Context: an optimization exercise on an open-source flow, tuned for small area, a short achievable clock period and few clock cycles per item. The choices shown serve that exercise and are no tape-out recipe. At most, simulation tests tie the RTL to the original design; equivalence was not proved. Power and IR drop assume default switching activity.

Setup of beta:
## execute_divide
module execute_divide(input wire              clk,
                      input wire              reset,
                      input wire              enable,
                      input wire 	      unsigned_div,
                      output wire             done,
                      input wire [32-1:0] in_a,
                      input wire [32-1:0] in_b,
                      output reg [32-1:0] out,
                      output reg              ov
                      );
   reg                                         st_idle;
   reg                                         st_neg;
   reg                                         st_prep;
   reg                                         st_iter;
   reg                                         st_zero;
   reg                                         st_done;
   reg [32:0]                                  R;      
   reg [31:0]                                  D;      
   reg [4:0]                                   lza;    
   reg [4:0]                                   lzb;    
  ...
For scale: roughly 120 flip-flops, ~100 I/O pins.
make LEC_CHECK=0 CAP_MARGIN=20 CORE_MARGIN=2 CORE_UTILIZATION=55 PLACE_DENSITY=0.75 SETUP_SLACK_MARGIN=3.5 SLEW_MARGIN=20 finish   # period 7.0 ns
run.sh (not shown) runs the stock make flow with config.mk's settings and CLKGATE_MAP_FILE= SYNTH_SCRIPT=/design/flow/synth_recipe.tcl, a recipe that flattens the netlist after the stock synthesis.
Looking at the reports, beta completed the entire flow and the layout it produced met the timing, design-rule and antenna checks.
Modified inputs, epsilon compared to beta
-- flow/config.mk --
<<< beta, line 10
export CORE_UTILIZATION = 55
export PLACE_DENSITY = 0.75
>>> epsilon, line 10
export CORE_UTILIZATION = 55
export CTS_BUF_LIST = sky130_fd_sc_hd__clkbuf_8
export PLACE_DENSITY = 0.75
[summary]
For the relative contribution of combinational cells to total power, epsilon came in 3.3 points higher than beta did.
beta -> epsilon: post-synthesis share of cell area spent on xor and xnor gates delta 0, exact match
Post-route worst setup slack across beta and epsilon: no real change.
beta → epsilon: post-route total power down 4.0%; power share of the sequential group up 0.8 points; via count of the first global-routing pass down 0.87%; number of fillers in the final layout up 1.7%.
Status: upper clock frequency limit parity (beta, epsilon)
Comparing beta and epsilon, clock network fraction of design power is lower on epsilon.
beta and epsilon ended up with nearly the same post-route clock period utilization.
Function was not checked in any run of this note: the RTL went through the layout flow alone.


== red ==
execute_divide, a different RTL version from the one above (not shown whole).
For scale: about 1,400 cells after synthesis, ~120 flip-flops, ~0.012 mm² of cells after synthesis.
==> flow/design.v (excerpt) <==
module execute_divide(input wire              clk,
                      input wire              reset,
                      input wire              enable,
                      input wire 	      unsigned_div,
                      output wire             done,
                      input wire [32-1:0] in_a,
                      input wire [32-1:0] in_b,
                      output reg [32-1:0] out,
                      output reg              ov
                      );
make LEC_CHECK=0 CAP_MARGIN=20 CORE_MARGIN=2 CORE_UTILIZATION=55 SETUP_SLACK_MARGIN=3.5 SLEW_MARGIN=20 finish   # period 7.0 ns
Testbench counts of red, summed over its fixed seeds: cycles 31,700, items 3,200.
#### Input delta (green over red)
# red
export LEC_CHECK = 0
export CAP_MARGIN = 20
export CORE_MARGIN = 2
export CORE_UTILIZATION = 55
export SETUP_SLACK_MARGIN = 3.5
export SLEW_MARGIN = 20
create_clock -name core_clock -period 7.0 [get_ports {clk}]
# green
export LEC_CHECK = 0
export CAP_MARGIN = 20
export CORE_MARGIN = 2
export CORE_UTILIZATION = 40
export SLEW_MARGIN = 20
create_clock -name core_clock -period 7.0 [get_ports {clk}]
Notes after the runs:
- Combinational share of power was lower in green than in red.
- Compared with red, sum of met2 wire segment lengths after detailed routing in green decreased by a little under 10%.
- In green the fraction of power consumed by the clock network turned out 2.1 points higher than in red.
- Static leakage down 3.9% in green wrt red
- green vs red — share of the core filled with cells in the final layout dropped 20 points.


Another version of the RTL of execute_divide (not shown whole).
Size in the first run: roughly 1300 cells after synthesis, roughly 110 flip-flops, about 11000 um2 of cells after synthesis.
// execute_divide
module execute_divide(input wire              clk,
                      input wire              reset,
                      input wire              enable,
                      input wire 	      unsigned_div,
                      output wire             done,
                      input wire [32-1:0] in_a,
                      input wire [32-1:0] in_b,
                      output reg [32-1:0] out,
                      output reg              ov
                      );
clock: 7.0 ns
lec_check: 0
cap_margin: 20
core_margin: 2
core_utilization: 40
slew_margin: 20
The baseline finished with timing, DRC and antenna clean.
Next try:
SETUP_SLACK_MARGIN = 2.5   (was not set)
=> Wire length is about the same. Total power stays flat. Maximum frequency rose by 4.8%.
No run of this note included a check of the RTL's function; only the layout flow was run.

==> re-timing with driven ports <==
How much do the figures lean on ideal ports? The routed layouts below were timed once more, with nothing changed but the port constraints.
Step 1 sets driving cells, clkbuf_16 on the clock port and buf_2 on the other inputs (assumed; they add their load-dependent delay and slew).
Step 2 times the ports against the registers' clock, not the clock port: input delays grow and output delays shrink by t, the midpoint of the rising clock arrivals with the driver on.
Three values: no drivers, after step 1, after step 2; two values: the first two.
run | shift t [ns] | setup WS [ns] | latest minus earliest clock arrival (ns)
beta | 0.477 | 3.523 / 3.523 / 3.077 | 0.012 / 0.012
epsilon | 0.510 | 3.522 / 3.522 / 3.093 | 0.017 / 0.018
red | 0.467 | 3.429 / 3.380 / 3.118 | 0.014 / 0.015
green | 0.475 | 2.398 / 2.348 / 2.544 | 0.010 / 0.010
the first run of note 3 | 0.429 | 2.610 / 2.610 / 2.460 | 0.019 / 0.019
the second run of note 3 | 0.429 | 2.809 / 2.809 / 2.445 | 0.016 / 0.016
After both steps every run listed still meets setup and hold. The setup slack of beta, which loses most, moves by 0.000 ns with the drivers and by -0.446 ns with both steps.
